Source: an optimization exercise on an open RTL-to-GDS flow (aim: small area). Production flows keep margins and buffers that such runs may drop. RTL that was checked went through simulation tests only; none was proved equivalent to the original. No functional check of the RTL was part of run 2. Power and IR drop assume default switching activity.

## flow/design.v (module list and top-level ports; edited modules follow where they fit)
// module scankeyboard_debounce: 168 lines
// module smart_pill_box_ctl: 1177 lines
// module lattic: 70 lines
// module lcd1602_driver: 469 lines
// module lcd1602_display: 120 lines
// module smart_pill_box: 72 lines
module smart_pill_box(
    input                   clk    ,         
    input                   rst_n  ,         
	input        [4:1] 		c,                   
	output       [4:1] 		r,                   
	output				    lcd_rs		, 
	output			        lcd_rw		, 
	output				    lcd_en		, 
	output		  [7:0]	    lcd_data,	  
	output                  beep,
	output	     [ 7:0]     row    ,         
    output   	 [ 7:0]     r_col  ,       
    output   	 [ 7:0]     g_col
    );
  // ...
==> flow/run.sh <==
#!/bin/bash
# synth_recipe.tcl (not shown) runs the flow's synth.tcl, then flattens the netlist and writes it again
# the make line also repeats each setting of config.mk as NAME=value (left out here)
make -C /OpenROAD-flow-scripts/flow DESIGN_CONFIG=/design/flow/config.mk WORK_HOME=/design/flow/orfs CLKGATE_MAP_FILE= SYNTH_SCRIPT=/design/flow/synth_recipe.tcl finish
==> flow/config.mk <==
export PLATFORM = sky130hd
export DESIGN_NAME = smart_pill_box
export DESIGN_NICKNAME = smart_pill_box
export VERILOG_FILES = /design/flow/design.v
export SDC_FILE = /design/flow/constraint.sdc
export NUM_CORES = 4
export LEC_CHECK = 0
export CAP_MARGIN = 20
export CORE_MARGIN = 2
export CORE_UTILIZATION = 30
export SLEW_MARGIN = 20
==> flow/constraint.sdc <==
create_clock -name core_clock -period 12.0 [get_ports {clk}]
set_input_delay 2.4000 -clock core_clock [delete_from_list [all_inputs] [get_ports {clk}]]
set_output_delay 2.4000 -clock core_clock [all_outputs]
set_load 0.01 [all_outputs]
==> results.cfg, run 1 <==
[logic_synthesis]
synth-simple-area-share = 0.197
synthCells = 6269
synth_compound_area_frac = 0.200
yosys.area_share.adder = 0.0352
synth_mux_area_frac = 0.0622

[detailed_routing]
antenna_left = 0
drt-total-wl_um = 173000
wl_met1_um = 75900
drt-initial-drc-count = 4911

[floorplanning]
io_pins = 46
tap-cell-count = 2385

[status]
status = timing/DRC/antenna clean

[global_route]
overflow = 0
grt_use_met1 = 0.246
gr-usage-met3 = 0.0315

[clocking]
cts_made_buffers = 94
worstSkewPairLatency_ps = 720

[power_and_ir_drop]
share_comb_of_total_power = 0.293

[setup_path]
path_depth = 19
critical_path_buf_inv_count = 3
worstSetupEndpointType = register
r2r-end = smart_pill_box_ctl_inst.pill_box_din[10]

[min_path]
hp-class = register to register

[cells_and_area]
multi_input_gates = 4959
drive_gt1_frac = 0.106

[flow_run]
cap_violations = 0
==> module scankeyboard_debounce, before the edit <==
module scankeyboard_debounce(clk,rst_n,r,c,keyvalue,keyfinish);
input              clk;
input              rst_n; 
input        [4:1] c;                   
output  reg  [4:1] r;                   
output  reg  [4:0] keyvalue;            
output             keyfinish;           
reg		    [25:0]	time_cnt;			 
reg		    [25:0]	time_cnt_n;			 
reg          [ 1:0]  q;                 
reg          [ 1:0]  q_n;               
reg          [ 4:1]  r_n;               
reg          [ 4:1]  c1;                
reg          [ 4:1]  c2;                
reg          [ 4:1]  c3;                
reg          [ 4:1]  c4;                
reg          [ 4:1]  c1_n;              
reg          [ 4:1]  c2_n;              
reg          [ 4:1]  c3_n;              
reg          [ 4:1]  c4_n;              
wire         [ 4:1]  c1_tmp;            
wire         [ 4:1]  c2_tmp;            
wire         [ 4:1]  c3_tmp;            
wire         [ 4:1]  c4_tmp;            
reg          [ 3:0]  keyflag;           
reg          [ 3:0]  keyflag_n;         
reg          [ 4:0]  keyvalue_n;        
parameter SET_TIME = 26'd4;  
always @ (posedge clk or negedge rst_n)  
begin
	if(!rst_n)									 
		time_cnt <= 26'h0;					 
	else
		time_cnt <= time_cnt_n;				 
end
always @ (*)  
begin
	if(time_cnt == SET_TIME-1)			    
		time_cnt_n = 26'h0;					 
	else
		time_cnt_n = time_cnt + 26'h1;	 
end
always @ (posedge clk or negedge rst_n)  
begin
	if(!rst_n)								    
		q <= 2'b0;					          
	else
		q <= q_n;				             
end
always @ (*)  
begin
	if(time_cnt == SET_TIME-1)           
		q_n = q+1'b1;                     
	else
	   q_n = q;                          
end
always @ (posedge clk or negedge rst_n)  
begin
	if(!rst_n)								    
		r <= 4'b1110;					       
	else
		r <= r_n;				             
end
always @ (*)  
begin
	case(q)
	  0:r_n=4'b1110;
	  1:r_n=4'b1101;
	  2:r_n=4'b1011;
	  3:r_n=4'b0111;
	endcase                        
end
always @ (posedge clk or negedge rst_n)
begin
	if(!rst_n) begin
		c1 <= 4'b1111; c1_n <= 4'b1111;
		c2 <= 4'b1111; c2_n <= 4'b1111;
		c3 <= 4'b1111; c3_n <= 4'b1111;
		c4 <= 4'b1111; c4_n <= 4'b1111;
	end
	else begin
		if(r_n[1] & ~r[1]) begin c1 <= c; c1_n <= c1; end
		if(r_n[2] & ~r[2]) begin c2 <= c; c2_n <= c2; end
		if(r_n[3] & ~r[3]) begin c3 <= c; c3_n <= c3; end
		if(r_n[4] & ~r[4]) begin c4 <= c; c4_n <= c4; end
	end
end
assign c1_tmp=c1|c1_n;
assign c2_tmp=c2|c2_n;
assign c3_tmp=c3|c3_n;
assign c4_tmp=c4|c4_n;
always @ (posedge clk or negedge rst_n)  
begin
	if(!rst_n)								    
		keyflag <= 4'b1111;					 
	else
		keyflag <= keyflag_n;				 
end
always @ (*)  
begin
	case(r)
	  4'b1110:if (c1_tmp==4'b1111)
					keyflag_n={keyflag[3:1],1'b1};
				 else
					keyflag_n={keyflag[3:1],1'b0};	 
	  4'b1101:if (c2_tmp==4'b1111)
					keyflag_n={keyflag[3:2],1'b1,keyflag[0]};
				 else
					keyflag_n={keyflag[3:2],1'b0,keyflag[0]};
	  4'b1011:if (c3_tmp==4'b1111)
					keyflag_n={keyflag[3],1'b1,keyflag[1:0]};
				 else
					keyflag_n={keyflag[3],1'b0,keyflag[1:0]}; 
	  4'b0111:if (c4_tmp==4'b1111)
					keyflag_n={1'b1,keyflag[2:0]}; 
				 else
					keyflag_n={1'b0,keyflag[2:0]}; 	 
	  default: keyflag_n=keyflag;	
	endcase                         
end
always @ (posedge clk or negedge rst_n)  
begin
	if(!rst_n)								    
		keyvalue <= 5'b10000;				 
	else
		keyvalue <= keyvalue_n;				 
end
always @ (*)  
begin	
   case(keyflag)
	4'b1110:
	  case(c1_tmp)
		  4'b1110:keyvalue_n= 5'b00000;
		  4'b1101:keyvalue_n= 5'b00001;
		  4'b1011:keyvalue_n= 5'b00010;
		  4'b0111:keyvalue_n= 5'b00011;
		  default:keyvalue_n= keyvalue;
	  endcase
	4'b1101:
	  case(c2_tmp)
		  4'b1110:keyvalue_n= 5'b00100;
		  4'b1101:keyvalue_n= 5'b00101;
		  4'b1011:keyvalue_n= 5'b00110;
		  4'b0111:keyvalue_n= 5'b00111;
		  default:keyvalue_n= keyvalue;
	  endcase	
	4'b1011:
	  case(c3_tmp)
		  4'b1110:keyvalue_n= 5'b01000;
		  4'b1101:keyvalue_n= 5'b01001;
		  4'b1011:keyvalue_n= 5'b01010;
		  4'b0111:keyvalue_n= 5'b01011;
		  default:keyvalue_n= keyvalue;
	  endcase
	4'b0111:
	  case(c4_tmp)
		  4'b1110:keyvalue_n= 5'b01100;
		  4'b1101:keyvalue_n= 5'b01101;
		  4'b1011:keyvalue_n= 5'b01110;
		  4'b0111:keyvalue_n= 5'b01111;
		  default:keyvalue_n= keyvalue;
	  endcase
	4'b1111: keyvalue_n= 5'b10000;
	default: keyvalue_n= keyvalue;
	endcase
end
assign keyfinish=&keyflag;      
endmodule
==> module lattic, before the edit <==
module lattic(
    input                   clk    ,         
    input                   rst_n  ,         
    input        [63:0] 	r_dis  ,         
    input        [63:0]     g_dis  ,         
    output	reg  [ 7:0]     row    ,         
    output  reg	 [ 7:0]     r_col  ,       
    output  reg	 [ 7:0]     g_col
    );
parameter SET_TIME_1MS = 16'd8;  
reg			[15:0]	time_cnt;			 
reg			[2:0]	cnt;			 
always @ (posedge clk or negedge rst_n)  
begin
	if(!rst_n) begin						 
		time_cnt <= 16'd0;					 
		cnt <= 3'd0;
	end
	else begin
		if(time_cnt==SET_TIME_1MS) begin
			time_cnt<=16'd0;
			if(cnt==3'd7) cnt<=3'd0;
			else cnt<=cnt+1'b1;
		end
		else time_cnt<=time_cnt+1'b1;
	end	
end
always @ (*)
begin
	case (cnt)  
		3'b000 : r_col = ~r_dis[ 7:0 ];  
		3'b001 : r_col = ~r_dis[15:8 ];  
		3'b010 : r_col = ~r_dis[23:16];  
		3'b011 : r_col = ~r_dis[31:24];  
		3'b100 : r_col = ~r_dis[39:32];  
		3'b101 : r_col = ~r_dis[47:40];  
		3'b110 : r_col = ~r_dis[55:48];  
		3'b111 : r_col = ~r_dis[63:56];  		
		default: r_col = ~r_dis[ 7:0 ]; 	
	endcase 	
end
always @ (*)
begin
	case (cnt)  
		3'b000 : g_col = ~g_dis[ 7:0 ];  
		3'b001 : g_col = ~g_dis[15:8 ];  
		3'b010 : g_col = ~g_dis[23:16];  
		3'b011 : g_col = ~g_dis[31:24];  
		3'b100 : g_col = ~g_dis[39:32];  
		3'b101 : g_col = ~g_dis[47:40];  
		3'b110 : g_col = ~g_dis[55:48];  
		3'b111 : g_col = ~g_dis[63:56];  		
		default: g_col = ~g_dis[ 7:0 ];  	
	endcase 	
end
always @ (*)
begin
	case (cnt)  
		3'b000 : row = ~8'b11111110; 
		3'b001 : row = ~8'b11111101; 
		3'b010 : row = ~8'b11111011; 
		3'b011 : row = ~8'b11110111; 
		3'b100 : row = ~8'b11101111; 
		3'b101 : row = ~8'b11011111; 
		3'b110 : row = ~8'b10111111; 
		3'b111 : row = ~8'b01111111; 		
		default: row = ~8'b11111110;   
	endcase 	       
end                    
endmodule               
==> module lcd1602_driver, before the edit <==
module lcd1602_driver(
	input				clk			, 
	input				rst_n		, 
	input	[255:0]		dis_data    , 
	output	reg			lcd_rs		, 
	output	wire		lcd_rw		, 
	output	reg			lcd_en		, 
	output	reg	[7:0]	lcd_data	  
	);
parameter SET_TIME_1MS = 32'd50_000; 
parameter SET_TIME_5MS = 32'd250_000; 
parameter INIT_CMD_NUM = 4'd5; 
reg	[31:0]	cnt				; 
reg	[3:0]	state_f			; 
reg	[3:0]	state_s		    ; 
reg	[3:0]	init_cnt		; 
reg [7:0]   init_cmd[4:0]  	; 
reg [7:0]   pos_cmd[31:0]  	; 
reg [255:0] dis_cache	   	; 
reg	[4:0]	refresh_pos		; 
reg	[7:0]	refresh_date    ; 
reg	[4:0]	local_pos           ; 
localparam
INIT			= 4'd0	, 
CHECK 			= 4'd1	, 
REFRESH		    = 4'd2	;
localparam
S0			= 4'd0	, 
S1 			= 4'd1	,
S2		    = 4'd2	,
S3		    = 4'd3	, 
S4		    = 4'd4	, 
S5		    = 4'd5	; 
localparam
S0_TIME			    = 10	, 
S1_TIME	 			= 24	, 
S2_TIME			    = 10	,
S3_TIME			    = 10	,
S4_TIME			    = 24	, 
S5_TIME			    = 10	;
assign lcd_rw = 1'b0; 
always @ (posedge clk)   
begin
	init_cmd[0]<=8'h38; 
	init_cmd[1]<=8'h0c;
	init_cmd[2]<=8'h06;
	init_cmd[3]<=8'h01;
	init_cmd[4]<=8'h80;
	pos_cmd[ 0]<=8'h80+8'h00;
	pos_cmd[ 1]<=8'h80+8'h01;
	pos_cmd[ 2]<=8'h80+8'h02;
	pos_cmd[ 3]<=8'h80+8'h03;
	pos_cmd[ 4]<=8'h80+8'h04;
	pos_cmd[ 5]<=8'h80+8'h05;
	pos_cmd[ 6]<=8'h80+8'h06;
	pos_cmd[ 7]<=8'h80+8'h07;
	pos_cmd[ 8]<=8'h80+8'h08;
	pos_cmd[ 9]<=8'h80+8'h09;
	pos_cmd[10]<=8'h80+8'h0A;
	pos_cmd[11]<=8'h80+8'h0B;
	pos_cmd[12]<=8'h80+8'h0C;
	pos_cmd[13]<=8'h80+8'h0D;
	pos_cmd[14]<=8'h80+8'h0E;
	pos_cmd[15]<=8'h80+8'h0F;
	pos_cmd[16]<=8'h80+8'h40+8'h00;
	pos_cmd[17]<=8'h80+8'h40+8'h01;
	pos_cmd[18]<=8'h80+8'h40+8'h02;
	pos_cmd[19]<=8'h80+8'h40+8'h03;	
	pos_cmd[20]<=8'h80+8'h40+8'h04;
	pos_cmd[21]<=8'h80+8'h40+8'h05;
	pos_cmd[22]<=8'h80+8'h40+8'h06;
	pos_cmd[23]<=8'h80+8'h40+8'h07;
	pos_cmd[24]<=8'h80+8'h40+8'h08;
	pos_cmd[25]<=8'h80+8'h40+8'h09;
	pos_cmd[26]<=8'h80+8'h40+8'h0A;
	pos_cmd[27]<=8'h80+8'h40+8'h0B;
	pos_cmd[28]<=8'h80+8'h40+8'h0C;
	pos_cmd[29]<=8'h80+8'h40+8'h0D;
	pos_cmd[30]<=8'h80+8'h40+8'h0E;
	pos_cmd[31]<=8'h80+8'h40+8'h0F;	
end
always @ (posedge clk or negedge rst_n)  
begin
	if(!rst_n) begin	
		state_f <= INIT; 
		state_s <= S0; 
		cnt <= 0;	
		refresh_pos<=5'd0; 
		init_cnt <= 4'd0; 
		lcd_rs <= 1'b0;
		lcd_en <= 1'b0;
		lcd_data <= 8'd0;
		refresh_date<=" ";
		local_pos<=5'd0; 
		dis_cache <= "                                ";
	end
	else begin
		if(state_f==INIT) begin
			if(init_cnt<INIT_CMD_NUM) begin
				if(state_s==S0) begin
					if(cnt==S0_TIME) begin
						cnt<=0;
						state_s<=S1;
					end
					else begin  
						cnt<=cnt+1;
						lcd_rs<=1'b0;
						lcd_en <= 1'b0;
						lcd_data<=init_cmd[init_cnt];
					end
				end
				else if(state_s==S1)begin
					if(cnt==S1_TIME) begin
						cnt<=0;
						state_s<=S2;
					end
					else begin  
						cnt<=cnt+1;
						lcd_en <= 1'b1;
					end
				end
				else if(state_s==S2)begin
					if(cnt==S2_TIME) begin
						cnt<=0;
						state_s<=S0;
						init_cnt<=init_cnt+4'd1;
					end
					else begin  
						cnt<=cnt+1;
						lcd_en <= 1'b0;
					end
				end
			end
			else begin
				state_f<=CHECK;
			end
		end
		else if(state_f==CHECK) begin
			if(dis_cache[7:0]!=dis_data[7:0]) begin 
				refresh_pos<=5'd0;
				refresh_date<=dis_data[7:0];
				state_f <= REFRESH; 
				if(local_pos==5'd0) state_s <= S3;
				else state_s <= S0; 
				dis_cache[7:0]<=dis_data[7:0];
			end
			else if(dis_cache[15:8]!=dis_data[15:8]) begin
				refresh_pos<=5'd1;
				refresh_date<=dis_data[15:8];
				state_f <= REFRESH; 
				if(local_pos==5'd1) state_s <= S3;
				else state_s <= S0; 
				dis_cache[15:8]<=dis_data[15:8];
			end
			else if(dis_cache[23:16]!=dis_data[23:16]) begin
				refresh_pos<=5'd2;
				refresh_date<=dis_data[23:16];
				state_f <= REFRESH; 
				if(local_pos==5'd2) state_s <= S3;
				else state_s <= S0; 
				dis_cache[23:16]<=dis_data[23:16];
			end
			else if(dis_cache[31:24]!=dis_data[31:24]) begin
				refresh_pos<=5'd3;
				refresh_date<=dis_data[31:24];
				state_f <= REFRESH; 
				if(local_pos==5'd3) state_s <= S3;
				else state_s <= S0; 
				dis_cache[31:24]<=dis_data[31:24];
			end
			else if(dis_cache[39:32]!=dis_data[39:32]) begin
				refresh_pos<=5'd4;
				refresh_date<=dis_data[39:32];
				state_f <= REFRESH; 
				if(local_pos==5'd4) state_s <= S3;
				else state_s <= S0; 
				dis_cache[39:32]<=dis_data[39:32];
			end
			else if(dis_cache[47:40]!=dis_data[47:40]) begin
				refresh_pos<=5'd5;
				refresh_date<=dis_data[47:40];
				state_f <= REFRESH; 
				if(local_pos==5'd5) state_s <= S3;
				else state_s <= S0; 
				dis_cache[47:40]<=dis_data[47:40];
			end
			else if(dis_cache[55:48]!=dis_data[55:48]) begin
				refresh_pos<=5'd6;
				refresh_date<=dis_data[55:48];
				state_f <= REFRESH; 
				if(local_pos==5'd6) state_s <= S3;
				else state_s <= S0; 
				dis_cache[55:48]<=dis_data[55:48];
			end
			else if(dis_cache[63:56]!=dis_data[63:56]) begin
				refresh_pos<=5'd7;
				refresh_date<=dis_data[63:56];
				state_f <= REFRESH; 
				if(local_pos==5'd7) state_s <= S3;
				else state_s <= S0; 
				dis_cache[63:56]<=dis_data[63:56];
			end
			else if(dis_cache[71:64]!=dis_data[71:64]) begin
				refresh_pos<=5'd8;
				refresh_date<=dis_data[71:64];
				state_f <= REFRESH; 
				if(local_pos==5'd8) state_s <= S3;
				else state_s <= S0; 
				dis_cache[71:64]<=dis_data[71:64];
			end
			else if(dis_cache[79:72]!=dis_data[79:72]) begin
				refresh_pos<=5'd9;
				refresh_date<=dis_data[79:72];
				state_f <= REFRESH; 
				if(local_pos==5'd9) state_s <= S3;
				else state_s <= S0; 
				dis_cache[79:72]<=dis_data[79:72];
			end
			else if(dis_cache[87:80]!=dis_data[87:80]) begin
				refresh_pos<=5'd10;
				refresh_date<=dis_data[87:80];
				state_f <= REFRESH; 
				if(local_pos==5'd10) state_s <= S3;
				else state_s <= S0; 
				dis_cache[87:80]<=dis_data[87:80];
			end
			else if(dis_cache[95:88]!=dis_data[95:88]) begin
				refresh_pos<=5'd11;
				refresh_date<=dis_data[95:88];
				state_f <= REFRESH; 
				if(local_pos==5'd11) state_s <= S3;
				else state_s <= S0; 
				dis_cache[95:88]<=dis_data[95:88];
			end
			else if(dis_cache[103:96]!=dis_data[103:96]) begin
				refresh_pos<=5'd12;
				refresh_date<=dis_data[103:96];
				state_f <= REFRESH; 
				if(local_pos==5'd12) state_s <= S3;
				else state_s <= S0; 
				dis_cache[103:96]<=dis_data[103:96];
			end
			else if(dis_cache[111:104]!=dis_data[111:104]) begin
				refresh_pos<=5'd13;
				refresh_date<=dis_data[111:104];
				state_f <= REFRESH; 
				if(local_pos==5'd13) state_s <= S3;
				else state_s <= S0; 
				dis_cache[111:104]<=dis_data[111:104];
			end
			else if(dis_cache[119:112]!=dis_data[119:112]) begin
				refresh_pos<=5'd14;
				refresh_date<=dis_data[119:112];
				state_f <= REFRESH; 
				if(local_pos==5'd14) state_s <= S3;
				else state_s <= S0; 
				dis_cache[119:112]<=dis_data[119:112];
			end
			else if(dis_cache[127:120]!=dis_data[127:120]) begin
				refresh_pos<=5'd15;
				refresh_date<=dis_data[127:120];
				state_f <= REFRESH; 
				if(local_pos==5'd15) state_s <= S3;
				else state_s <= S0; 
				dis_cache[127:120]<=dis_data[127:120];
			end
			else if(dis_cache[135:128]!=dis_data[135:128]) begin
				refresh_pos<=5'd16;
				refresh_date<=dis_data[135:128];
				state_f <= REFRESH; 
				if(local_pos==5'd16) state_s <= S3;
				else state_s <= S0; 
				dis_cache[135:128]<=dis_data[135:128];
			end
			else if(dis_cache[143:136]!=dis_data[143:136]) begin
				refresh_pos<=5'd17;
				refresh_date<=dis_data[143:136];
				state_f <= REFRESH; 
				if(local_pos==5'd17) state_s <= S3;
				else state_s <= S0; 
				dis_cache[143:136]<=dis_data[143:136];
			end
			else if(dis_cache[151:144]!=dis_data[151:144]) begin
				refresh_pos<=5'd18;
				refresh_date<=dis_data[151:144];
				state_f <= REFRESH; 
				if(local_pos==5'd18) state_s <= S3;
				else state_s <= S0; 
				dis_cache[151:144]<=dis_data[151:144];
			end
			else if(dis_cache[159:152]!=dis_data[159:152]) begin
				refresh_pos<=5'd19;
				refresh_date<=dis_data[159:152];
				state_f <= REFRESH; 
				if(local_pos==5'd19) state_s <= S3;
				else state_s <= S0; 
				dis_cache[159:152]<=dis_data[159:152];
			end
			else if(dis_cache[167:160]!=dis_data[167:160]) begin
				refresh_pos<=5'd20;
				refresh_date<=dis_data[167:160];
				state_f <= REFRESH; 
				if(local_pos==5'd20) state_s <= S3;
				else state_s <= S0; 
				dis_cache[167:160]<=dis_data[167:160];
			end
			else if(dis_cache[175:168]!=dis_data[175:168]) begin
				refresh_pos<=5'd21;
				refresh_date<=dis_data[175:168];
				state_f <= REFRESH; 
				if(local_pos==5'd21) state_s <= S3;
				else state_s <= S0; 
				dis_cache[175:168]<=dis_data[175:168];
			end
			else if(dis_cache[183:176]!=dis_data[183:176]) begin
				refresh_pos<=5'd22;
				refresh_date<=dis_data[183:176];
				state_f <= REFRESH; 
				if(local_pos==5'd22) state_s <= S3;
				else state_s <= S0; 
				dis_cache[183:176]<=dis_data[183:176];
			end
			else if(dis_cache[191:184]!=dis_data[191:184]) begin
				refresh_pos<=5'd23;
				refresh_date<=dis_data[191:184];
				state_f <= REFRESH; 
				if(local_pos==5'd23) state_s <= S3;
				else state_s <= S0; 
				dis_cache[191:184]<=dis_data[191:184];
			end
			else if(dis_cache[199:192]!=dis_data[199:192]) begin
				refresh_pos<=5'd24;
				refresh_date<=dis_data[199:192];
				state_f <= REFRESH; 
				if(local_pos==5'd24) state_s <= S3;
				else state_s <= S0; 
				dis_cache[199:192]<=dis_data[199:192];
			end
			else if(dis_cache[207:200]!=dis_data[207:200]) begin
				refresh_pos<=5'd25;
				refresh_date<=dis_data[207:200];
				state_f <= REFRESH; 
				if(local_pos==5'd25) state_s <= S3;
				else state_s <= S0; 
				dis_cache[207:200]<=dis_data[207:200];
			end
			else if(dis_cache[215:208]!=dis_data[215:208]) begin
				refresh_pos<=5'd26;
				refresh_date<=dis_data[215:208];
				state_f <= REFRESH; 
				if(local_pos==5'd26) state_s <= S3;
				else state_s <= S0; 
				dis_cache[215:208]<=dis_data[215:208];
			end
			else if(dis_cache[223:216]!=dis_data[223:216]) begin
				refresh_pos<=5'd27;
				refresh_date<=dis_data[223:216];
				state_f <= REFRESH; 
				if(local_pos==5'd27) state_s <= S3;
				else state_s <= S0; 
				dis_cache[223:216]<=dis_data[223:216];
			end
			else if(dis_cache[231:224]!=dis_data[231:224]) begin
				refresh_pos<=5'd28;
				refresh_date<=dis_data[231:224];
				state_f <= REFRESH; 
				if(local_pos==5'd28) state_s <= S3;
				else state_s <= S0; 
				dis_cache[231:224]<=dis_data[231:224];
			end
			else if(dis_cache[239:232]!=dis_data[239:232]) begin
				refresh_pos<=5'd29;
				refresh_date<=dis_data[239:232];
				state_f <= REFRESH; 
				if(local_pos==5'd29) state_s <= S3;
				else state_s <= S0; 
				dis_cache[239:232]<=dis_data[239:232];
			end
			else if(dis_cache[247:240]!=dis_data[247:240]) begin
				refresh_pos<=5'd30;
				refresh_date<=dis_data[247:240];
				state_f <= REFRESH; 
				if(local_pos==5'd30) state_s <= S3;
				else state_s <= S0; 
				dis_cache[247:240]<=dis_data[247:240];
			end
			else if(dis_cache[255:248]!=dis_data[255:248]) begin
				refresh_pos<=5'd31;
				refresh_date<=dis_data[255:248];
				state_f <= REFRESH; 
				if(local_pos==5'd31) state_s <= S3;
				else state_s <= S0; 
				dis_cache[255:248]<=dis_data[255:248];
			end
			else begin
				state_f<=CHECK;
			end
		end
		else if(state_f==REFRESH) begin
			if(state_s==S0) begin
				if(cnt==S0_TIME) begin
					cnt<=0;
					state_s<=S1;
				end
				else begin  
					cnt<=cnt+1;
					lcd_rs<=1'b0;
					lcd_en <= 1'b0;
					lcd_data<=pos_cmd[refresh_pos];
				end	
			end
			else if(state_s==S1)begin
				if(cnt==S1_TIME) begin
					cnt<=0;
					state_s<=S2;
				end
				else begin  
					cnt<=cnt+1;
					lcd_en <= 1'b1;
				end
			end
			else if(state_s==S2)begin
				if(cnt==S2_TIME) begin
					cnt<=0;
					state_s<=S3;
				end
				else begin  
					cnt<=cnt+1;
					lcd_en <= 1'b0;
				end
			end
			else if(state_s==S3) begin
				if(cnt==S3_TIME) begin
					cnt<=0;
					state_s<=S4;
				end
				else begin  
					cnt<=cnt+1;
					lcd_rs<=1'b1;
					lcd_en <= 1'b0;
					lcd_data<=refresh_date;
				end	
			end
			else if(state_s==S4)begin
				if(cnt==S4_TIME) begin
					cnt<=0;
					state_s<=S5;
				end
				else begin  
					cnt<=cnt+1;
					lcd_en <= 1'b1;
				end
			end
			else if(state_s==S5)begin
				if(cnt==S5_TIME) begin
					cnt<=0;
					state_s<=S0;
					state_f<=CHECK;
					local_pos<=refresh_pos+1'b1;
				end
				else begin  
					cnt<=cnt+1;
					lcd_en <= 1'b0;
				end
			end
		end
	end	
end
endmodule
==> module lcd1602_display, before the edit <==
module lcd1602_display(
	input				clk			, 
	input				rst_n		, 
	input   [3:0]       mode_out    , 
	input   [3:0]       index_out    , 
    input	[23:0]      time_din,        
	input   [27:0]      pill_box_din,    
	output	reg [255:0]		dis_data    
	); 
parameter TIME = 4'd0; 
parameter PILL_BOX1 = 4'd1;
parameter PILL_BOX2 = 4'd2;
parameter PILL_BOX3 = 4'd3;
always @ (posedge clk or negedge rst_n)  
begin
	if(!rst_n) begin						
		dis_data <= "                                ";					
	end
	else begin
		if(mode_out==TIME) begin
			dis_data[ 7: 0]<=" "; 
			dis_data[15: 8]<="s";
			dis_data[23:16]<="m";
			dis_data[31:24]<="a";
			dis_data[39:32]<="r";
			dis_data[47:40]<="t";
			dis_data[55:48]<=" ";
			dis_data[63:56]<="p";
			dis_data[71:64]<="i";
			dis_data[79:72]<="l";
			dis_data[87:80]<="l";
			dis_data[95:88]<=" ";
			dis_data[103:96]<="b";
			dis_data[111:104]<="o";
			dis_data[119:112]<="x";
			dis_data[127:120]<=" ";
			dis_data[135:128]<=" "; 
			dis_data[143:136]<=" ";
			dis_data[151:144]<=" ";
			dis_data[159:152]<=" ";
			dis_data[167:160]<=to_char(time_din[23:20]);
			dis_data[175:168]<=to_char(time_din[19:16]);
			dis_data[183:176]<=":";
			dis_data[192:184]<=to_char(time_din[15:12]);
			dis_data[199:192]<=to_char(time_din[11: 8]);
			dis_data[207:200]<=":";
			dis_data[215:208]<=to_char(time_din[ 7: 4]);
			dis_data[223:216]<=to_char(time_din[ 3: 0]);	
			dis_data[231:224]<=" ";
			dis_data[239:232]<=" ";
			dis_data[247:240]<=" ";
			dis_data[255:248]<=" ";
		end
		else if(mode_out==PILL_BOX1||mode_out==PILL_BOX2||mode_out==PILL_BOX3) begin
			dis_data[ 7: 0]<=" "; 
			dis_data[15: 8]<=" ";
			dis_data[23:16]<=" ";
			dis_data[31:24]<=" ";
			dis_data[39:32]<=" ";
			dis_data[47:40]<="b";
			dis_data[55:48]<="o";
			dis_data[63:56]<="x";
			dis_data[71:64]<=to_char(mode_out);
			dis_data[79:72]<=":";
			dis_data[87:80]<=to_char(index_out)+"1"-"0";
			dis_data[95:88]<=" ";
			dis_data[103:96]<=" ";
			dis_data[111:104]<=" ";
			dis_data[119:112]<=" ";
			dis_data[127:120]<=" ";
			dis_data[135:128]<=" ";
			dis_data[143:136]<=" ";
			dis_data[151:144]<=" ";
			dis_data[159:152]<=" ";
			dis_data[167:160]<=to_char(pill_box_din[27:24]);
			dis_data[175:168]<=to_char(pill_box_din[23:20]);
			dis_data[183:176]<=":";
			dis_data[192:184]<=to_char(pill_box_din[19:16]);
			dis_data[199:192]<=to_char(pill_box_din[15: 12]);
			dis_data[207:200]<=":";
			dis_data[215:208]<=to_char(pill_box_din[ 11: 8]);
			dis_data[223:216]<=to_char(pill_box_din[ 7: 4]);
			dis_data[231:224]<=" ";
			if(pill_box_din[3:0]==4'd1) begin
				dis_data[239:232]<="o";
				dis_data[247:240]<="n";
				dis_data[255:248]<=" ";
			end
			else if(pill_box_din[3:0]==4'd0) begin
				dis_data[239:232]<="o";
				dis_data[247:240]<="f";
				dis_data[255:248]<="f";
			end
			else begin
				dis_data[239:232]<=" ";
				dis_data[247:240]<=" ";
				dis_data[255:248]<=" ";
			end
		end
	end	
end	
function [7:0] to_char; 
    input [3:0] char;
		begin
			case (char)  
				4'b0000 : to_char = "0";	
				4'b0001 : to_char = "1";
				4'b0010 : to_char = "2";	
				4'b0011 : to_char = "3";	
				4'b0100 : to_char = "4";	
				4'b0101 : to_char = "5";		
				4'b0110 : to_char = "6";	
				4'b0111 : to_char = "7";	
				4'b1000 : to_char = "8";	
				4'b1001 : to_char = "9";	
			default:  to_char =" "; 
			endcase	
		end
	endfunction
endmodule
==> module smart_pill_box, before the edit <==
module smart_pill_box(
    input                   clk    ,         
    input                   rst_n  ,         
	input        [4:1] 		c,                   
	output       [4:1] 		r,                   
	output				    lcd_rs		, 
	output			        lcd_rw		, 
	output				    lcd_en		, 
	output		  [7:0]	    lcd_data,	  
	output                  beep,
	output	     [ 7:0]     row    ,         
    output   	 [ 7:0]     r_col  ,       
    output   	 [ 7:0]     g_col
    );
wire      	[4:0]       keyvalue;           
wire             		keyfinish;          
wire        [63:0] 	    r_dis;         
wire        [63:0]      g_dis;         
wire        [3:0]       mode_out;
wire  		[23:0]      time_din;       
wire  		[27:0]      pill_box_din;    
wire	    [255:0]		dis_data    ; 
wire        [3:0]       index_out;         
scankeyboard_debounce scankeyboard_debounce_inst(
	.clk(clk),
	.rst_n(rst_n),
	.r(r),
	.c(c),
	.keyvalue(keyvalue),
	.keyfinish(keyfinish)
	);	
smart_pill_box_ctl smart_pill_box_ctl_inst(
    .clk(clk)    ,         
    .rst_n(rst_n)  ,         
	.keyvalue(keyvalue),        
	.keyfinish(keyfinish),       
	.time_din(time_din),        
	.pill_box_din(pill_box_din),    
    .r_dis(r_dis)  ,         
    .g_dis(g_dis),           
	.beep(beep),             
	.mode_out(mode_out),
	.index_out(index_out)
    );	
lattic lattic_inst(
    .clk(clk)    ,         
    .rst_n(rst_n)  ,         
    .r_dis(r_dis)  ,         
    .g_dis(g_dis)  ,         
    .row(row)    ,         
    .r_col(r_col)  ,       
    .g_col(g_col)
    );
lcd1602_driver lcd1602_driver_inst(
	.clk(clk)			, 
	.rst_n(rst_n)		, 
	.dis_data(dis_data)    , 
	.lcd_rs(lcd_rs)		, 
	.lcd_rw(lcd_rw)		, 
	.lcd_en(lcd_en)		, 
	.lcd_data(lcd_data)	  
	);
lcd1602_display lcd1602_display_inst(
	.clk(clk)			, 
	.rst_n(rst_n)		, 
	.mode_out(mode_out)    , 
	.index_out(index_out)    , 
    .time_din(time_din),        
	.pill_box_din(pill_box_din),    
	.dis_data(dis_data)     
	); 
endmodule
==> run 2, diff against run 1 <==
==> flow/design.v (replaced) <==
module scankeyboard_debounce(
	input              clk,
	input              rst_n,
	output reg  [4:1]  r,
	input       [4:1]  c,
	output reg  [3:0]  kcode,
	output             kev
	);
reg  [3:0] cnt;           
reg  [4:1] c1, c2, c3, c4;
reg  [4:1] c1_n, c2_n, c3_n, c4_n;
reg  [3:0] keyflag;
reg  [2:0] ch;            
wire [4:1] r_n = ~(4'b0001 << cnt[3:2]);
wire [4:1] c1_tmp = c1 | c1_n;
wire [4:1] c2_tmp = c2 | c2_n;
wire [4:1] c3_tmp = c3 | c3_n;
wire [4:1] c4_tmp = c4 | c4_n;
always @(posedge clk or negedge rst_n)
	if (!rst_n) begin
		cnt <= 4'd0;
		r <= 4'b1110;
	end else begin
		cnt <= cnt + 4'd1;
		r <= r_n;
	end
always @(posedge clk or negedge rst_n)
	if (!rst_n) begin
		c1 <= 4'b1111; c1_n <= 4'b1111;
		c2 <= 4'b1111; c2_n <= 4'b1111;
		c3 <= 4'b1111; c3_n <= 4'b1111;
		c4 <= 4'b1111; c4_n <= 4'b1111;
	end else begin
		if (r_n[1] & ~r[1]) begin c1 <= c; c1_n <= c1; end
		if (r_n[2] & ~r[2]) begin c2 <= c; c2_n <= c2; end
		if (r_n[3] & ~r[3]) begin c3 <= c; c3_n <= c3; end
		if (r_n[4] & ~r[4]) begin c4 <= c; c4_n <= c4; end
	end
always @(posedge clk or negedge rst_n)
	if (!rst_n)
		keyflag <= 4'b1111;
	else begin
		if (~r[1]) keyflag[0] <= &c1_tmp;
		if (~r[2]) keyflag[1] <= &c2_tmp;
		if (~r[3]) keyflag[2] <= &c3_tmp;
		if (~r[4]) keyflag[3] <= &c4_tmp;
	end
reg [3:0] kcode_n;
reg       hold;
always @(*) begin
	hold = 1'b0;
	kcode_n = 4'd15;
	case (keyflag)
	4'b1110:
		case (c1_tmp)
		4'b1110: kcode_n = 4'd0;
		4'b1101: kcode_n = 4'd1;
		4'b1011: kcode_n = 4'd2;
		4'b0111: kcode_n = 4'd3;
		default: hold = 1'b1;
		endcase
	4'b1101:
		case (c2_tmp)
		4'b1110: kcode_n = 4'd4;
		4'b1101: kcode_n = 4'd5;
		4'b1011: kcode_n = 4'd6;
		4'b0111: kcode_n = 4'd7;
		default: hold = 1'b1;
		endcase
	4'b1011:
		case (c3_tmp)
		4'b1110: kcode_n = 4'd8;
		4'b1101, 4'b1011, 4'b0111: kcode_n = 4'd15;
		default: hold = 1'b1;
		endcase
	4'b0111:
		case (c4_tmp)
		4'b1110, 4'b1101, 4'b1011, 4'b0111: kcode_n = 4'd15;
		default: hold = 1'b1;
		endcase
	4'b1111: kcode_n = 4'd15;
	default: hold = 1'b1;
	endcase
end
always @(posedge clk or negedge rst_n)
	if (!rst_n) begin
		kcode <= 4'd15;
		ch <= 3'b000;
	end else begin
		if (!hold) kcode <= kcode_n;
		ch <= {ch[1:0], ~hold & (kcode_n != kcode)};
	end
assign kev = ch[2];
endmodule
module smart_pill_box_ctl(
	input              clk,
	input              rst_n,
	input      [3:0]   kcode,
	input              kev,
	output reg [1:0]   mode,
	output reg [1:0]   index,
	output reg [19:0]  xd,        
	output reg         xd_bl,
	output reg         xd_on,
	output reg [2:0]   rstate,    
	output reg         gstate,    
	output             alarm_ctl
	);
localparam [19:0] BLANK_H = {2'd3, 4'd15};
localparam [19:0] BLANK_M = {3'd7, 4'd15};
wire [8:0] kf = {9{kev}} & (9'd1 << kcode);    
reg  [2:0] change;
reg  [4:0] hour;
reg  [5:0] min, sec;
reg  [4:0] ah [0:8];
reg  [5:0] am [0:8];
reg  [5:0] as [0:8];
reg  [8:0] on, af;
reg  [1:0] abc;
reg  [9:0] t1s;  reg clk_1hz;
reg  [8:0] t500; reg clk_2hz;
reg  [7:0] t250; reg clk_4hz;
assign alarm_ctl = |af;
wire [3:0] aidx = {2'b00, index} + (mode == 2'd2 ? 4'd3 : mode == 2'd3 ? 4'd6 : 4'd0);
wire [4:0] sel_h  = ah[aidx];
wire [5:0] sel_m  = am[aidx];
wire [5:0] sel_s  = as[aidx];
wire       sel_on = on[aidx];
wire [8:0] asel = (mode == 2'd0) ? 9'd0 : (9'd1 << aidx);
wire time_mode = (mode == 2'd0);
wire chg0 = (change == 3'd0);
wire [1:0] mode_n = (kf[3] & chg0) ? mode + 2'd1 : mode;
wire to_time = (mode_n == 2'd0);
wire [4:0] src_h = to_time ? hour : sel_h;
wire [5:0] src_m = to_time ? min  : sel_m;
wire [5:0] src_s = to_time ? sec  : sel_s;
wire [5:0] fv   = (change == 3'd1) ? {1'b0, src_h} : (change == 3'd2) ? src_m : src_s;
wire [5:0] fmax = (change == 3'd1) ? 6'd23 : 6'd59;
wire [5:0] fnew = kf[1] ? ((fv == fmax) ? 6'd0 : fv + 6'd1)
                        : ((fv == 6'd0) ? fmax : fv - 6'd1);
wire kud = kf[1] | kf[2];
wire run1s = ~time_mode | chg0;
wire tick  = run1s & clk_1hz;
integer a;
always @(posedge clk or negedge rst_n)
	if (!rst_n) begin
		mode <= 2'd0; change <= 3'd0; index <= 2'd0;
		hour <= 5'd0; min <= 6'd0; sec <= 6'd0;
		on <= 9'd0;
		for (a = 0; a < 9; a = a + 1) begin
			ah[a] <= 5'd0; am[a] <= 6'd0; as[a] <= 6'd0;
		end
	end else begin
		mode <= mode_n;
		if (kf[0])
			change <= (change == (time_mode ? 3'd3 : 3'd4)) ? 3'd0 : change + 3'd1;
		if (time_mode | (kf[3] & chg0))
			index <= 2'd0;
		else if (kf[4] & chg0)
			index <= (index == 2'd2) ? 2'd0 : index + 2'd1;
		if (time_mode & kud) begin
			if (change == 3'd1) hour <= fnew[4:0];
			if (change == 3'd2) min  <= fnew;
			if (change == 3'd3) sec  <= fnew;
		end
		if (tick) begin
			if (sec == 6'd59) begin
				sec <= 6'd0;
				if (min == 6'd59) begin
					min <= 6'd0;
					hour <= (hour == 5'd23) ? 5'd0 : hour + 5'd1;
				end else
					min <= min + 6'd1;
			end else
				sec <= sec + 6'd1;
		end
		for (a = 0; a < 9; a = a + 1)
			if (asel[a] & kud) begin
				if (change == 3'd1) ah[a] <= fnew[4:0];
				if (change == 3'd2) am[a] <= fnew;
				if (change == 3'd3) as[a] <= fnew;
				if (change == 3'd4) on[a] <= ~on[a];
			end
	end
reg [8:0] match;
always @(*)
	for (a = 0; a < 9; a = a + 1)
		match[a] = (ah[a] == hour) & (am[a] == min) & (as[a] == sec);
wire t1s0 = (t1s == 10'd0);
wire [8:0] editing = asel & {9{~chg0}};
always @(posedge clk or negedge rst_n)
	if (!rst_n)
		af <= 9'd0;
	else
		af <= (af & ~{9{kf[5]}}) | (~af & ~editing & on & match & {9{t1s0}});
always @(posedge clk or negedge rst_n)
	if (!rst_n) begin
		t1s <= 10'd0; clk_1hz <= 1'b0;
		t500 <= 9'd0; clk_2hz <= 1'b0;
		t250 <= 8'd0; clk_4hz <= 1'b0;
	end else begin
		if (run1s) begin
			clk_1hz <= (t1s == 10'd999);
			t1s <= (t1s == 10'd999) ? 10'd0 : t1s + 10'd1;
		end else begin
			clk_1hz <= 1'b0; t1s <= 10'd0;
		end
		if (!chg0) begin
			clk_2hz <= (t500 == 9'd499);
			t500 <= (t500 == 9'd499) ? 9'd0 : t500 + 9'd1;
		end else begin
			clk_2hz <= 1'b0; t500 <= 9'd0;
		end
		if (time_mode & alarm_ctl) begin
			clk_4hz <= (t250 == 8'd249);
			t250 <= (t250 == 8'd249) ? 8'd0 : t250 + 8'd1;
		end else begin
			clk_4hz <= 1'b0; t250 <= 8'd0;
		end
	end
always @(posedge clk or negedge rst_n)
	if (!rst_n)
		abc <= 2'd0;
	else if (kf[6])
		abc <= (abc == 2'd1) ? 2'd0 : 2'd1;
	else if (kf[7])
		abc <= (abc == 2'd2) ? 2'd0 : 2'd2;
	else if (kf[8])
		abc <= (abc == 2'd3) ? 2'd0 : 2'd3;
wire [2:0] r_tog = (rstate == 3'd0) ? 3'd4 : 3'd0;
always @(posedge clk or negedge rst_n)
	if (!rst_n) begin
		rstate <= 3'd0; gstate <= 1'b0;
	end else if (abc != 2'd0)
		rstate <= {1'b0, abc};
	else if (!chg0) begin
		case (mode)
		2'd1: begin gstate <= 1'b0; if (clk_2hz) rstate <= r_tog; end
		2'd2: begin rstate <= 3'd0; if (clk_2hz) gstate <= ~gstate; end
		2'd3: if (clk_2hz) begin gstate <= ~gstate; rstate <= gstate ? 3'd0 : 3'd4; end
		default: begin rstate <= 3'd0; gstate <= 1'b0; end
		endcase
	end else if (|af[2:0]) begin
		gstate <= 1'b0; if (clk_4hz) rstate <= r_tog;
	end else if (|af[5:3]) begin
		rstate <= 3'd0; if (clk_4hz) gstate <= ~gstate;
	end else if (|af[8:6]) begin
		if (clk_4hz) begin gstate <= ~gstate; rstate <= gstate ? 3'd0 : 3'd4; end
	end else begin
		rstate <= 3'd0; gstate <= 1'b0;
	end
function [5:0] bcd_h;   
	input [4:0] v;
	begin
		if (v >= 5'd20)      bcd_h = {2'd2, v[3:0] - 4'd4};
		else if (v >= 5'd10) bcd_h = {2'd1, v[3:0] - 4'd10};
		else                 bcd_h = {2'd0, v[3:0]};
	end
endfunction
function [6:0] bcd_ms;  
	input [5:0] v;
	begin
		if (v >= 6'd50)      bcd_ms = {3'd5, v[3:0] - 4'd2};
		else if (v >= 6'd40) bcd_ms = {3'd4, v[3:0] - 4'd8};
		else if (v >= 6'd30) bcd_ms = {3'd3, v[3:0] - 4'd14};
		else if (v >= 6'd20) bcd_ms = {3'd2, v[3:0] - 4'd4};
		else if (v >= 6'd10) bcd_ms = {3'd1, v[3:0] - 4'd10};
		else                 bcd_ms = {3'd0, v[3:0]};
	end
endfunction
wire [5:0] bh = bcd_h(src_h);
wire [6:0] bm = bcd_ms(src_m);
wire [6:0] bs = bcd_ms(src_s);
wire [5:0] xh = xd[19:14];
wire [6:0] xm = xd[13:7];
wire [6:0] xs = xd[6:0];
wire hbl = (xh == BLANK_H[5:0]);
wire mbl = (xm == BLANK_M[6:0]);
wire sbl = (xs == BLANK_M[6:0]);
always @(posedge clk or negedge rst_n)
	if (!rst_n) begin
		xd <= 20'd0; xd_bl <= 1'b0; xd_on <= 1'b0;
	end else if (time_mode & ~to_time) begin
		xd <= {2'd0, 4'd15, BLANK_M[6:0], BLANK_M[6:0]};
		xd_bl <= 1'b1;
	end else begin
		case (change)
		3'd0: begin xd <= {bh, bm, bs}; xd_bl <= 1'b0; xd_on <= sel_on; end
		3'd1: begin
			xd[13:0] <= {bm, bs}; xd_bl <= 1'b0; xd_on <= sel_on;
			if (clk_2hz) xd[19:14] <= hbl ? bh : BLANK_H[5:0];
		end
		3'd2: begin
			xd[19:14] <= bh; xd[6:0] <= bs; xd_bl <= 1'b0; xd_on <= sel_on;
			if (clk_2hz) xd[13:7] <= mbl ? bm : BLANK_M[6:0];
		end
		3'd3: begin
			xd[19:7] <= {bh, bm}; xd_bl <= 1'b0; xd_on <= sel_on;
			if (clk_2hz) xd[6:0] <= sbl ? bs : BLANK_M[6:0];
		end
		3'd4: begin
			xd <= {bh, bm, bs};
			if (clk_2hz) begin
				xd_bl <= ~xd_bl; xd_on <= sel_on;
			end
		end
		default: ;
		endcase
	end
endmodule
module lattic(
	input              clk,
	input              rst_n,
	input      [2:0]   rstate,
	input              gstate,
	input              alarm_ctl,
	output     [7:0]   row,
	output reg [7:0]   r_col,
	output     [7:0]   g_col,
	output             beep
	);
reg [3:0] tc;
reg [2:0] cnt;
always @(posedge clk or negedge rst_n)
	if (!rst_n) begin
		tc <= 4'd0; cnt <= 3'd0;
	end else if (tc == 4'd8) begin
		tc <= 4'd0; cnt <= cnt + 3'd1;
	end else
		tc <= tc + 4'd1;
assign beep = ~(cnt[1] & alarm_ctl);
assign row = 8'd1 << cnt;
reg [7:0] heart;
always @(*)
	case (cnt)
	3'd1: heart = 8'h3c;
	3'd2: heart = 8'h18;
	3'd3: heart = 8'h24;
	3'd4, 3'd5, 3'd6: heart = 8'h3c;
	default: heart = 8'h00;
	endcase
assign g_col = ~(gstate ? heart : 8'h00);
always @(*)
	case (rstate)
	3'd1:
		case (cnt)
		3'd1: r_col = ~8'h18;
		3'd2: r_col = ~8'h24;
		3'd3, 3'd5, 3'd6: r_col = ~8'h42;
		3'd4: r_col = ~8'h7e;
		default: r_col = ~8'h00;
		endcase
	3'd2:
		case (cnt)
		3'd0: r_col = ~8'h00;
		3'd1, 3'd4, 3'd7: r_col = ~8'h1c;
		default: r_col = ~8'h24;
		endcase
	3'd3:
		case (cnt)
		3'd1, 3'd6: r_col = ~8'h1c;
		3'd2, 3'd5: r_col = ~8'h22;
		3'd3, 3'd4: r_col = ~8'h02;
		default: r_col = ~8'h00;
		endcase
	3'd4: r_col = ~heart;
	default: r_col = ~8'h00;
	endcase
endmodule
module lcd1602_driver(
	input              clk,
	input              rst_n,
	input      [127:0] codes,
	output reg         lcd_rs,
	output             lcd_rw,
	output reg         lcd_en,
	output reg [7:0]   lcd_data
	);
assign lcd_rw = 1'b0;
localparam INIT = 2'd0, CHECK = 2'd1, REFRESH = 2'd2;
localparam S0 = 3'd0, S1 = 3'd1, S2 = 3'd2, S3 = 3'd3, S4 = 3'd4, S5 = 3'd5;
localparam [127:0] SP = {4'd0, 4'd0, 4'd0, 4'd0, 4'd15, 4'd7, 4'd0, 4'd15,
                         4'd7, 4'd0, 4'd15, 4'd3, 4'd0, 4'd0, 4'd0, 4'd0,
                         4'd0, 4'd0, 4'd0, 4'd0, 4'd0, 4'd3, 4'd0, 4'd0,
                         4'd0, 4'd0, 4'd0, 4'd0, 4'd0, 4'd0, 4'd0, 4'd0};
function [7:0] digit;
	input [3:0] v;
	digit = (v >= 4'd10) ? " " : "0" + {4'd0, v};
endfunction
function [7:0] to_char;
	input [4:0] pos;
	input [3:0] c;
	case (pos)
	5'd1:  to_char = c[0] ? "s" : " ";
	5'd2:  to_char = c[0] ? "m" : " ";
	5'd3:  to_char = c[0] ? "a" : " ";
	5'd4:  to_char = c[0] ? "r" : " ";
	5'd5:  to_char = c[1] ? "t" : c[0] ? "b" : " ";
	5'd6:  to_char = c[0] ? "o" : " ";
	5'd7:  to_char = c[1] ? "p" : c[0] ? "x" : " ";
	5'd8:  to_char = c[2] ? "i" : (c[1:0] == 2'd0) ? " " : "0" + {6'd0, c[1:0]};
	5'd9:  to_char = c[1] ? "l" : c[0] ? ":" : " ";
	5'd10: to_char = c[2] ? "l" : (c[1:0] == 2'd3) ? " " : "1" + {6'd0, c[1:0]};
	5'd12: to_char = c[0] ? "b" : " ";
	5'd13: to_char = c[0] ? "o" : " ";
	5'd14: to_char = c[0] ? "x" : " ";
	5'd20: to_char = (c[1:0] == 2'd3) ? " " : "0" + {6'd0, c[1:0]};
	5'd21, 5'd24, 5'd27: to_char = digit(c);
	5'd23, 5'd26: to_char = (c[2:0] >= 3'd6) ? " " : "0" + {5'd0, c[2:0]};
	5'd22, 5'd25: to_char = c[0] ? ":" : " ";
	5'd29: to_char = c[0] ? "o" : " ";
	5'd30: to_char = c[1] ? "n" : c[0] ? "f" : " ";
	5'd31: to_char = c[0] ? "f" : " ";
	default: to_char = " ";
	endcase
endfunction
reg [1:0]   state_f;
reg [2:0]   state_s;
reg [4:0]   cnt;
reg [4:0]   refresh_pos;    
reg [4:0]   local_pos;
reg [127:0] cache;
wire [127:0] ncx = codes ^ SP;
reg [31:0] diff, first;
reg        found;
reg [4:0]  fpos;
integer p;
always @(*) begin
	fpos = 5'd0;
	found = 1'b0;
	for (p = 0; p < 32; p = p + 1) begin
		diff[p] = (cache[p*4 +: 4] != ncx[p*4 +: 4]);
		first[p] = diff[p] & ~found;
		found = found | diff[p];
		if (first[p]) fpos = fpos | p[4:0];
	end
end
reg [7:0] init_cmd;
always @(*)
	case (refresh_pos[2:0])
	3'd0: init_cmd = 8'h38;
	3'd1: init_cmd = 8'h0c;
	3'd2: init_cmd = 8'h06;
	3'd3: init_cmd = 8'h01;
	default: init_cmd = 8'h80;
	endcase
wire [3:0] rcode = cache[refresh_pos*4 +: 4] ^ SP[refresh_pos*4 +: 4];
wire [4:0] tlim = (state_s == S1 || state_s == S4) ? 5'd24 : 5'd10;
wire tdone = (cnt == tlim);
wire win = (cnt != 5'd0);           
wire init_run = (state_f == INIT) & (refresh_pos[2:0] < 3'd5);
wire busy = init_run | (state_f == REFRESH);
always @(posedge clk or negedge rst_n)
	if (!rst_n) begin
		lcd_rs <= 1'b0;
		lcd_en <= 1'b0;
		lcd_data <= 8'd0;
	end else if (busy & win) begin
		case (state_s)
		S0: begin
			lcd_rs <= 1'b0; lcd_en <= 1'b0;
			lcd_data <= init_run ? init_cmd
			                     : {1'b1, refresh_pos[4], 2'b00, refresh_pos[3:0]};
		end
		S1, S4: lcd_en <= 1'b1;
		S3: begin
			lcd_rs <= 1'b1; lcd_en <= 1'b0;
			lcd_data <= to_char(refresh_pos, rcode);
		end
		default: lcd_en <= 1'b0;
		endcase
	end
always @(posedge clk or negedge rst_n)
	if (!rst_n) begin
		state_f <= INIT;
		state_s <= S0;
		cnt <= 5'd1;
		refresh_pos <= 5'd0;
		local_pos <= 5'd0;
		cache <= 128'd0;
	end else begin
		case (state_f)
		INIT:
			if (init_run) begin
				cnt <= tdone ? 5'd0 : cnt + 5'd1;
				if (tdone)
					case (state_s)
					S0: state_s <= S1;
					S1: state_s <= S2;
					default: begin state_s <= S0; refresh_pos <= refresh_pos + 5'd1; end
					endcase
			end else
				state_f <= CHECK;
		CHECK:
			if (found) begin
				refresh_pos <= fpos;
				state_f <= REFRESH;
				state_s <= (local_pos == fpos) ? S3 : S0;
				for (p = 0; p < 32; p = p + 1)
					if (first[p]) cache[p*4 +: 4] <= ncx[p*4 +: 4];
			end
		default: begin
			cnt <= tdone ? 5'd0 : cnt + 5'd1;
			if (tdone) begin
				if (state_s == S5) begin
					state_s <= S0; state_f <= CHECK;
					local_pos <= refresh_pos + 5'd1;
				end else
					state_s <= state_s + 3'd1;
			end
		end
		endcase
	end
endmodule
module lcd1602_display(
	input      [1:0]   mode,
	input      [1:0]   index,
	input      [19:0]  xd,
	input              xd_bl,
	input              xd_on,
	output reg [127:0] codes     
	);
wire T = (mode == 2'd0);
wire onf = ~T & ~xd_bl;
always @(*) begin
	codes = 128'd0;
	codes[1*4 +: 4] = {3'd0, T};
	codes[2*4 +: 4] = {3'd0, T};
	codes[3*4 +: 4] = {3'd0, T};
	codes[4*4 +: 4] = {3'd0, T};
	codes[5*4 +: 4] = {2'd0, T, ~T};
	codes[6*4 +: 4] = {3'd0, ~T};
	codes[7*4 +: 4] = {2'd0, T, ~T};
	codes[8*4 +: 4] = {1'b0, T, mode};
	codes[9*4 +: 4] = {2'd0, T, ~T};
	codes[10*4 +: 4] = {1'b0, T, index};
	codes[12*4 +: 4] = {3'd0, T};
	codes[13*4 +: 4] = {3'd0, T};
	codes[14*4 +: 4] = {3'd0, T};
	codes[20*4 +: 4] = {2'd0, xd[19:18]};
	codes[21*4 +: 4] = xd[17:14];
	codes[22*4 +: 4] = 4'd1;
	codes[23*4 +: 4] = {1'b0, xd[13:11]};
	codes[24*4 +: 4] = xd[10:7];
	codes[25*4 +: 4] = 4'd1;
	codes[26*4 +: 4] = {1'b0, xd[6:4]};
	codes[27*4 +: 4] = xd[3:0];
	codes[29*4 +: 4] = {3'd0, onf};
	codes[30*4 +: 4] = {2'd0, onf & xd_on, onf & ~xd_on};
	codes[31*4 +: 4] = {3'd0, onf & ~xd_on};
end
endmodule
module smart_pill_box(
	input              clk,
	input              rst_n,
	input      [4:1]   c,
	output     [4:1]   r,
	output             lcd_rs,
	output             lcd_rw,
	output             lcd_en,
	output     [7:0]   lcd_data,
	output             beep,
	output     [7:0]   row,
	output     [7:0]   r_col,
	output     [7:0]   g_col
	);
wire [3:0]  kcode;
wire        kev;
wire [1:0]  mode, index;
wire [19:0] xd;
wire        xd_bl, xd_on;
wire [2:0]  rstate;
wire        gstate;
wire        alarm_ctl;
wire [127:0] codes;
scankeyboard_debounce scankeyboard_debounce_inst(
	.clk(clk), .rst_n(rst_n), .r(r), .c(c), .kcode(kcode), .kev(kev));
smart_pill_box_ctl smart_pill_box_ctl_inst(
	.clk(clk), .rst_n(rst_n), .kcode(kcode), .kev(kev),
	.mode(mode), .index(index), .xd(xd), .xd_bl(xd_bl), .xd_on(xd_on),
	.rstate(rstate), .gstate(gstate), .alarm_ctl(alarm_ctl));
lattic lattic_inst(
	.clk(clk), .rst_n(rst_n), .rstate(rstate), .gstate(gstate),
	.alarm_ctl(alarm_ctl), .row(row), .r_col(r_col), .g_col(g_col), .beep(beep));
lcd1602_display lcd1602_display_inst(
	.mode(mode), .index(index), .xd(xd), .xd_bl(xd_bl), .xd_on(xd_on),
	.codes(codes));
lcd1602_driver lcd1602_driver_inst(
	.clk(clk), .rst_n(rst_n), .codes(codes), .lcd_rs(lcd_rs), .lcd_rw(lcd_rw), .lcd_en(lcd_en),
	.lcd_data(lcd_data));
endmodule
==> flow/config.mk (replaced) <==
export PLATFORM = sky130hd
export DESIGN_NAME = smart_pill_box
export DESIGN_NICKNAME = smart_pill_box
export VERILOG_FILES = /design/flow/design.v
export SDC_FILE = /design/flow/constraint.sdc
export NUM_CORES = 4
export LEC_CHECK = 0
export ABC_AREA = 1
export CAP_MARGIN = 20
export CORE_MARGIN = 2
export CORE_UTILIZATION = 30
export SLEW_MARGIN = 20
==> run 2 against run 1 <==
Against the previous run:
- first-iteration DRC count down 55%
- utilization up 0.76 points
- sequential share of layout area up 2.0 points
- register-to-register slack better by 280 ps
- die area down 56%
- fmax up 4.8%
- critical endpoint is now smart_pill_box_ctl_inst.min[5]
- final cell count down 50%
- critical path depth up 9
==> results.cfg, run 2 <==
[setup_path]
critical_path_buf_inv_count = 5
critPathKind = register to register
worstSetupEndpointType = register
critPathTopFamily = simple AND/OR/NAND/NOR gates
required_ps = 12550
max_stage_delay_ps = 790
crit_path_top_delay_cell = nand2_1
worst_setup_path_start_kind = register
critPathArrivalTime_ps = 6300
cp_common_cell = nand2_1
crit_fanout = 22

[placed_design]
pre_cts_ws_ps = 6380
place.gp.congestion = 0.940
placed_cell_area_mm2 = 0.0255
dpl.hpwl_um = 53500
placedCellCount = 4229
port_buffers = 38

[clocking]
post-cts-setup-buffers = 0
cts_hold_buf = 0
ctsResizeCount = 0
clk_path_buf_depth = 3
path_clk_slew_ps = 60
cts_made_buffers = 46
cts_sinks = 387
cts.htree.levels = 2
cts_tree = built
ctsRootBufferMaster = clkbuf_16
worstSkewPairLatency_ps = 620

[logic_synthesis]
synthCells = 3206
ys_seq_elements = 387
ys_top_cells_by_count = 730 x nand2_1, 403 x inv_1, 343 x dfrtp_1, 315 x nor2_1, 284 x o21ai_0
seq_area_frac_synth = 0.404
syn_area_mm2 = 0.0241
async_reset_ff_frac = 1.00
yosysMostFrequentCell = nand2_1
yosys_warnings = 8
yosysUniqueCellTypes = 73
synth.area.top_cells = dfrtp_1 36%, nand2_1 11%, inv_1 6.3%
avgSynthCellArea_um2 = 7.52
yosysTopAreaCell = dfrtp_1
synth_top_area_frac = 0.356
synth_ff_type = dfrtp_1
synth-edff-count = 0

[detailed_routing]
viasPerCell = 5.12
drc_errors = 0
firstDrtPassIters = 6
antenna_left = 0
drt-total-wl_um = 73900
drt-initial-drc-count = 2193
vias = 22100
post_drt_wl_per_cell_um = 17.1

[sta]
drv_slew = 0
fin_tns_setup_ps = 0
clock_skew_ps = 51.1
max_freq_ghz = 0.174
hold_viol = 0
holdWs_ps = 354
rsz0062_at_grt = false
slew_headroom = 0.272
min_period_ps = 5750
setup_slack_ps = 6250
min_period_over_period = 0.480
setup_viol = 0
worst_slew_pin_slew_ps = 1090

[power_and_ir_drop]
total_power_mw = 4.66
powerDensity_mw_per_mm2 = 172
cellLeakagePower_nw = 12.1
ir_drop_mv = 0.197

[floorplanning]
die_w_um = 287
rows = 103
io_pins = 46
core_mm2 = 0.0793
initial_core_util = 0.304
die_area_mm2 = 0.0827
fp.dieH_um = 287

[cells_and_area]
syn2layout_area_growth_pct = 12.2
final_util = 0.341
drive_gt1_frac = 0.0785
final_cell_mix = 729 x nand2_1, 403 x inv_1, 343 x dfrtp_1
top_regs = smart_pill_box_ctl_inst.am: 54 flops, smart_pill_box_ctl_inst.as: 54 flops, lcd1602_driver_inst.cache: 46 flops
final_common_cell = nand2_1
instances_no_fill = 4313
design_area_mm2 = 0.0270
insertedDiodeCount = 0
fin_nets = 3301

[global_route]
grt_pass1_vias = 21000
antenna_found_initial = 1
grt_max_degree = 107
overflow = 0
grt_pass1_wl_um = 118000
track_usage = 0.179

[status]
status = timing/DRC/antenna clean

[min_path]
hp-class = register to register

[flow_run]
cap_violations = 0
[run 2: cells by family (layout without fill, tap and decap cells)]
logic type	count (synthesis)	in the layout	synth area share
simple gates	1364	1364	0.242
compound gates	697	697	0.171
buf+inv	535	587	0.0894
flops	387	387	0.404
xor+xnor	134	134	0.0487
fa+ha+maj	68	68	0.0356
mux	19	19	0.00882
other cells	2	7	0.000311
[run 2: power by group]
part	internal (mW)	total [mW]	leakage (nW)	switching (mW)
Sequential	1.40	1.51	5.16	0.107
Clock	0.824	1.42	0.738	0.596
Combinational	0.459	1.73	6.22	1.27
Total	2.69	4.66	12.1	1.97
[run 2: path summary, 6_finish.rpt]
check                                                 start                          endpoint  slack (ps)  cells after the start
max in group asynchronous                             rst_n  smart_pill_box_ctl_inst.ah[7][4]        8590                      2
min in group asynchronous                             rst_n        lcd1602_driver_inst.cnt[4]        1840                      1
max reg2reg                 smart_pill_box_ctl_inst.mode[0]    smart_pill_box_ctl_inst.min[5]        6250                     28
max                         smart_pill_box_ctl_inst.mode[0]    smart_pill_box_ctl_inst.min[5]        6250                     28
min                        scankeyboard_debounce_inst.ch[1]  scankeyboard_debounce_inst.ch[2]         350                      0
min reg2reg                scankeyboard_debounce_inst.ch[1]  scankeyboard_debounce_inst.ch[2]         350                      0
[run 2: per-layer routing]
metal / vias up / global-route usage / share of wire
met3: 153 / 0.0319 / 0.073
met5: - / 0 / 0
met2: 804 / 0.276 / 0.44
li1: 10700 / - / -
met1: 10400 / 0.245 / 0.44
met4: 0 / 0.0732 / 0.041
[run 2: final cells by class]
cell class / count / area (µm²)
fillers: 8367 / 52200
clock inverters: 13 / 164
clock buffers: 71 / 1360
flip-flops and latches: 387 / 9740
inverters: 437 / 1640
multi-input cells: 2289 / 12200
well taps: 1050 / 1310
repair buffers: 66 / 596

what the ideal ports hide:
The results above use ideal ports. As a check the final layouts listed here were re-extracted and re-timed, cells and wires unchanged.
Step 1 sets driving cells, clkbuf_16 on the clock port and buf_2 on the other inputs (assumed; they add their load-dependent delay and slew).
Step 2 adds t to the input delays and takes it off the output delays; t is the mean of the earliest and latest rising clock arrival at the registers after step 1. Input paths then give back, and output paths get back, about the clock's delay inside the block.
Three values: no drivers, after step 1, after step 2; two values: the first two.
run	t, ns	setup slack, ns	hold WS [ns]	worst setup path after step 2	worst register clock-pin slew, ns
run 1	0.789	5.969 / 5.969 / 5.969	0.349 / 0.349 / 0.349	register to register	0.07 / 0.07
run 2	0.661	6.246 / 6.246 / 6.246	0.354 / 0.354 / 0.354	register to register	0.07 / 0.07
After both steps setup and hold are still met in every run listed.
